This design comes from an exercise in tuning for small area and a short achievable clock period on the open sky130 flow, not from production work. Function was not checked in any run shown here: the RTL went through the layout flow alone. Power and IR drop assume default switching activity.

==> flow/design.v (outline; a module is shown in full before it is edited, if it fits) <==
// module MINGA_TOP: 932 lines
module MINGA_TOP(
	input 			sys_clk		,
	input 			rst_n 		,
	input [31:0] 	e 			,
	input 			e_valid		,
	input 			e_query		,
	output reg 		out_valid	,
	output reg[31:0]out_id 		,
	output reg[15:0]out_count
    );
  // ...
==> flow/run.sh <==
#!/bin/bash
# synth_recipe.tcl (not shown) runs the flow's synth.tcl, then flattens the netlist and writes it again
# the make line also repeats each setting of config.mk as NAME=value (left out here)
make -C /OpenROAD-flow-scripts/flow DESIGN_CONFIG=/design/flow/config.mk WORK_HOME=/design/flow/orfs CLKGATE_MAP_FILE= SYNTH_SCRIPT=/design/flow/synth_recipe.tcl finish
==> flow/config.mk <==
export PLATFORM = sky130hd
export DESIGN_NAME = MINGA_TOP
export DESIGN_NICKNAME = MINGA_TOP
export VERILOG_FILES = /design/flow/design.v
export SDC_FILE = /design/flow/constraint.sdc
export NUM_CORES = 4
export LEC_CHECK = 0
export ABC_CLOCK_PERIOD_IN_PS = 2800
export CAP_MARGIN = 20
export CORE_MARGIN = 2
export CORE_UTILIZATION = 58
export CTS_CLUSTER_DIAMETER = 70
export CTS_CLUSTER_SIZE = 28
export PLACE_DENSITY = 0.66
export SETUP_SLACK_MARGIN = 2.55
export SLEW_MARGIN = 20
export TNS_END_PERCENT = 100
==> flow/constraint.sdc <==
create_clock -name core_clock -period 5.5 [get_ports {sys_clk}]
set_input_delay 1.1000 -clock core_clock [delete_from_list [all_inputs] [get_ports {sys_clk}]]
set_output_delay 1.1000 -clock core_clock [all_outputs]
set_load 0.01 [all_outputs]
==> flow_metrics.tcl, run 1 <==
set metrics [dict create \
    synth.cell_area_mm2 0.0799 \
    final_area_mm2 0.0893 \
    cts_tree "done" \
    wl_met1_um 90300 \
    path_buf_inv 1 \
    endpoint_kind "flop" \
    multiInputGateArea_mm2 0.0200 \
    async_flop_share_pct 2.50 \
    layout_worst_path_cycle_share_pct 54.8 \
    cts_buffers 120 \
    numPortBuffers 84 \
    wire_per_inst_um 34.4 \
    drc 0 \
    slowest_delay_ns 0.68 \
    drt-total-wl_um 250000 \
    grt_pass1_wl_um 351000 \
    clock_latency_ns 0.81 \
    synthCells 5206 \
    highest-signal-layer "met5" \
    yosys.area_share.simple_pct 6.60 \
    h-tree-depth 3 \
    yosysUniqueCellTypes 88 \
    dr_wl_met2_um 113000 \
    dpl.cell_count 6884 \
    clkbuf_count 134 \
    worst_ep_required_time_ns 5.91 \
    min_path_type "input port to async pin" \
    rsz0062_at_grt "true" \
    bufAreaShareNonClock_pct 3.45 \
    synth_common_cells "1,536 x edfxtp_1, 531 x dfxtp_1, 380 x nand3_1, 333 x inv_1, 305 x a22oi_1" \
    synthAdderAreaFrac_pct 4.16 \
    final_util_pct 65.1 \
    num-multi-input-gates 2425 \
    status "timing/DRC/antenna clean" \
    startpoint_type "flop" \
    synth_ff_type "edfxtp_1" \
    dp_slack_ns 1.32 \
    syn_nets 5425 \
    reg_top3 "ID_array (1024), counter_array (512), r3 (33)" \
    yosys.area.top_type_share_pct 57.7 \
    regMostFlops "ID_array" \
    clockBufferDepth 3 \
    grt_max_degree 49 \
    yosysMostFrequentCell "edfxtp_1" \
    num_antenna_cells 4 \
]
==> inputs of run 2 (changes only) <==
--- a/flow/design.v
+++ b/flow/design.v
@@ -894,39 +894,38 @@
 	wire cp4_0 = cp3_1 & cp3_0;
 	wire cg4_1 = cg3_3 | (cp3_3 & cg3_2);
 	wire cp4_1 = cp3_3 & cp3_2;
 	wire cg5_0 = cg4_1 | (cp4_1 & cg4_0);
 	wire cp5_0 = cp4_1 & cp4_0;
 	wire csa_cout = cg5_0;
 	wire csa_k = ~q_ppn_0_32 | ~q_ppn_1_32 | ~q_ppn_2_32 | ~q_ppn_3_32 | ~q_ppn_4_32 | ~q_ppn_5_32 | ~q_ppn_6_32 | ~q_ppn_7_32 | ~q_n74 | ~q_n76 | ~q_n166 | ~q_n168 | ~n220 | ~n276;
 	reg        v3, tch3, rep3 ;
-	reg [4:0]  idx3 ;
+	reg [LENGTH-1:0] oh3 ;	 
 	reg [31:0] e3 ;
 	reg [15:0] cnt3 ;
 	always @(posedge sys_clk or negedge rst_n)
 		if (~rst_n) v3 <= 1'b0;
 		else        v3 <= v2;
 	always @(posedge sys_clk) begin
 		rep3 <= ins2 & ~big2 & ~csa_k & ~csa_cout;
 		tch3 <= tch2;
-		idx3 <= idx2;
+		oh3  <= 32'd1 << idx2;
 		e3   <= e2;
 		cnt3 <= cnt2;
 	end
-	wire [LENGTH-1:0] oh3 = 32'd1 << idx3 ;
 	reg [31:0] rd_id ;
 	always @(*) begin
 		rd_id = 32'd0;
 		for (j = 0; j < LENGTH; j = j + 1)
 			rd_id = rd_id | (ID_array[j] & {32{oh3[j]}});
 	end
 	always @(posedge sys_clk)
 		for (j = 0; j < LENGTH; j = j + 1)
-			if (rep3 && idx3 == j) ID_array[j] <= e3;
+			if (rep3 && oh3[j]) ID_array[j] <= e3;
 	always @(posedge sys_clk or negedge rst_n)
 		if (~rst_n) out_valid <= 1'b0;
 		else        out_valid <= v3;
 	always @(posedge sys_clk) begin
 		out_count <= cnt3;
 		out_id    <= rep3 ? e3 : (rd_id & {32{tch3}});
 	end
 endmodule
==> flow/config.mk (replaced) <==
export PLATFORM = sky130hd
export DESIGN_NAME = MINGA_TOP
export DESIGN_NICKNAME = MINGA_TOP
export VERILOG_FILES = /design/flow/design.v
export SDC_FILE = /design/flow/constraint.sdc
export NUM_CORES = 4
export LEC_CHECK = 0
export ABC_CLOCK_PERIOD_IN_PS = 2800
export CAP_MARGIN = 20
export CORE_MARGIN = 2
export CORE_UTILIZATION = 52
export CTS_CLUSTER_DIAMETER = 70
export CTS_CLUSTER_SIZE = 28
export PLACE_DENSITY = 0.64
export SETUP_SLACK_MARGIN = 2.7
export SLEW_MARGIN = 20
export TNS_END_PERCENT = 100
==> run 2 against run 1 <==
Effect of this change: synthesized area increased by 0.66%; utilization decreased by 6.7 points; fmax decreased by 0.91%; highest routed layer unchanged.
==> flow_metrics.tcl, run 2 <==
set metrics [dict create \
    yosysSeqAreaShare_pct 72.9 \
    firstDrtPassIters 15 \
    async_flop_share_pct 2.47 \
    clk_pin_slew_worst_paths_ns 0.10 \
    coreArea_mm2 0.154 \
    slew_violations 0 \
    p_leak_nw 31.2 \
    max_freq_mhz 329 \
    min_path_type "input port to async pin" \
    switching_share_pct 33.1 \
    synth.cell_area_mm2 0.0805 \
    tns_ns 0 \
    worst_slew_pin_slew_ns 1.20 \
    final-setup-viol-count 0 \
    synth.area.top_cells "edfxtp_1 57%, dfxtp_1 14%, a22oi_1 3.7%" \
    seqCellArea_mm2 0.0588 \
    p_seq_share_pct 50.2 \
    clockBufferDepth 3 \
    grt_usage_pct 32.1 \
    largest_reg_flops 1024 \
    critPathArrivalTime_ns 3.77 \
    hold_slack_ns 0.285 \
    drt-total-wl_um 257000 \
    syn_nets 5541 \
    synth_compound_area_share_pct 10.4 \
    synth_top_area_cell "edfxtp_1" \
    hold_violations 0 \
    cts_root_buffer "clkbuf_16" \
    fillCellCount 11900 \
    rsz0062_at_grt "true" \
    h-tree-depth 3 \
    vias 50800 \
    grt_max_degree 37 \
    ys_ff_latch 2147 \
    vdd_drop_max_v 0.000356 \
    yosys.area_share.simple_pct 6.78 \
    clock_latency_ns 0.81 \
    layout_worst_path_cycle_share_pct 55.3 \
    nets 5618 \
    dieArea_mm2 0.158 \
    regMostFlops "ID_array" \
    period_needed_ns 3.04 \
    multiInputGateArea_mm2 0.0202 \
    yosys.area.top_type_share_pct 57.3 \
    netSwitchingPower_mw 13.6 \
    max_cap_viol_count 0 \
    grt_pass1_wl_um 360000 \
    synth_top_family_by_area "compound AO/OA/AOI/OAI gates" \
    synth_warnings 3 \
    yosysUniqueCellTypes 77 \
    synth_mux_area_share_pct 0.0249 \
    synth_ff_type "edfxtp_1" \
    initial_utilization_pct 52.3 \
    synth_common_cells "1,536 x edfxtp_1, 558 x dfxtp_1, 438 x nand3_1, 395 x a22oi_1, 347 x inv_1" \
    synthAdderAreaFrac_pct 4.12 \
    area_growth_pct 11.7 \
    relSlewSlack_pct 20.1 \
    internal_power_mw 27.4 \
    endpoint_kind "flop" \
    layout_common_cells "1,536 x edfxtp_1, 474 x dfxtp_1, 435 x nand3_1" \
    synth_edf_count 1536 \
    layout_commonest_cell "edfxtp_1" \
    reg_top3 "ID_array (1024), counter_array (512), r3 (33)" \
    pwr_density_cell_mw_per_mm2 456 \
    wire_per_inst_um 34.0 \
    cts.sinks 2147 \
    skew_ns 0.0454 \
    die_h_um 397 \
    numPortBuffers 84 \
    final_area_mm2 0.0899 \
    p_clk_share_pct 25.5 \
    power_mw 41.0 \
    drtAntennaViolNets 0 \
    gp_congestion 0.942 \
    status "timing/DRC/antenna clean" \
    synth_xor_area_share_pct 2.25 \
    fp-row-count 144 \
    cts_buffers 121 \
    path_max_fanout 8 \
    cts_tree "done" \
    grt_pass1_vias 47800 \
    drc 0 \
    avgSynthCellArea_um2 15.1 \
    path_class "flop to flop" \
    io_pins 85 \
    worst_ep_required_time_ns 6.23 \
    globalRouteOverflowTotal 0 \
    synthCells 5322 \
    yosysMostFrequentCell "edfxtp_1" \
    p_comb_share_pct 24.2 \
    dpl_cell_area_mm2 0.0836 \
    grt_antenna_before_repair 16 \
    startpoint_type "flop" \
    avgViaCountPerCell 6.73 \
    die_w_um 397 \
    dp_hpwl_um 152000 \
    drive_gt1_share_pct 15.0 \
    drt_iter0_drc 8950 \
]
-- run 2: cell types whose count changed in the layout (fill, tap and decap cells not counted), moves of 21 or more --
cell,before,now
buf_4,247,220
a22o_1,144,79
and2_2,14,35
a221oi_1,133,69
a22oi_1,305,394
and2_4,50,21
nand3_1,380,435
nor2_4,39,3
nand4_1,126,159
dfxtp_2,36,59
-- run 2: final timing paths --
check | from | endpoint | slack (ns) | cells after the start
hold reg to reg | cnt3[12] | out_count[12] | 0.32 | 0
hold / removal | rst_n | tc[14] | 0.28 | 1
setup reg to reg | cnt_valid[13] | d1[4] | 2.46 | 11
min in group core_clock | cnt3[12] | out_count[12] | 0.32 | 0
setup / recovery | cnt_valid[13] | d1[4] | 2.46 | 11
max in group asynchronous | rst_n | cnt_valid[1] | 4.00 | 2
-- run 2: per-layer routing --
layer  global-route usage, %  wire length (um)  vias to the layer above
met2                    49.5            116000                     3953
met1                    44.6             94400                    25500
met4                    12.8             12600                        8
met3                    7.25             34100                      665
met5                       0                51                        -
li1                        -                 -                    20700
-- run 2: worst max-delay path, stage by stage, from the launching register on --
cell	delay [ns]
dfrtp_1	0.41
buf_12	0.15
and2_4	0.17
a222oi_1	0.98
a32oi_2	0.33
nand4_4	0.21
buf_4	0.13
nor2b_4	0.05
and3b_4	0.21
xnor2_4	0.16
inv_2	0.05
nor2_1	0.08
-- run 2: cells by family (layout without fill, tap and decap cells) --
kind of cell,Yosys count,in the layout
DFF,2147,2147
and+or+nand+nor,1040,1040
AOI/OAI and AO/OA,1032,1032
buffers and inverters,714,897
xor gates and xnor gates,201,201
adders and majority gates,186,186
muxes,2,2
other,0,3
-- run 2: layout make-up --
class                   count  share of cell area, %
repair buffers            321                   3.04
diodes                      3                0.00835
well taps                2044                   2.85
inverters                 347                   1.45
multi-input cells        2461                   22.5
flip-flops and latches   2147                   65.5
clock buffers             135                   3.52
clock inverters            94                   1.22
-- run 2: repair_timing --
| item | in CTS | in global routing |
|---|---|---|
| cloned | 0 | 0 |
| gates resized for setup | 249 | 99 |
| pin swaps | 49 | 51 |
| setup buffers | 68 | 20 |
| hold buffers | 0 | 0 |
| setup endpoints to repair | 241 | 89 |
-- run 2: power by group through the flow --
stage | clock network [mW] | logic [mW] | registers, mW
after floorplan | 0 | 5.71 | 19.8
after global placement | 0 | 8.35 | 20.9
after detailed placement | 0 | 8.44 | 21.0
after CTS | 10.5 | 9.38 | 20.5
after global routing | 11.1 | 10.7 | 20.7
final | 10.5 | 9.94 | 20.6
-- run 2: through the flow --
step / worst slack (ns) / util [%] / cells
global route: 2.49 / 58.4 / 7550
CTS: 2.55 / 58.0 / 7529
floorplan: 2.70 / - / 5322
finish: 2.46 / 58.4 / 7552
detailed placement: 0.783 / 54.3 / 7232
global placement: 0.764 / 54.3 / 7232

==> what the ideal ports hide <==
How much do the figures lean on ideal ports? The routed layouts below were timed once more, with nothing changed but the port constraints. Step 1 sets driving cells, clkbuf_16 on the clock port and buf_2 on the other inputs (assumed; they add their load-dependent delay and slew). Step 2, shift: input delay + t, output delay - t, t = (earliest + latest rising clock arrival at the registers) / 2. This alone moves slack from input paths to output paths. Three values: no drivers, after step 1, after step 2; two values: the first two.
| run | t, ns | slack for setup (ns) | worst setup path at the end | clock arrival spread, ns | worst slew at a driven data input, ns |
|---|---|---|---|---|---|
| run 1 | 0.867 | 2.488 / 2.488 / 1.789 | input to register | 0.059 / 0.059 | 0.18 |
| run 2 | 0.867 | 2.460 / 2.460 / 1.928 | input to register | 0.058 / 0.058 | 0.19 |
After both steps setup and hold are still met in every run listed. For run 1, which loses most, drivers alone change the setup slack by 0.000 ns; drivers and shift together by -0.699 ns.
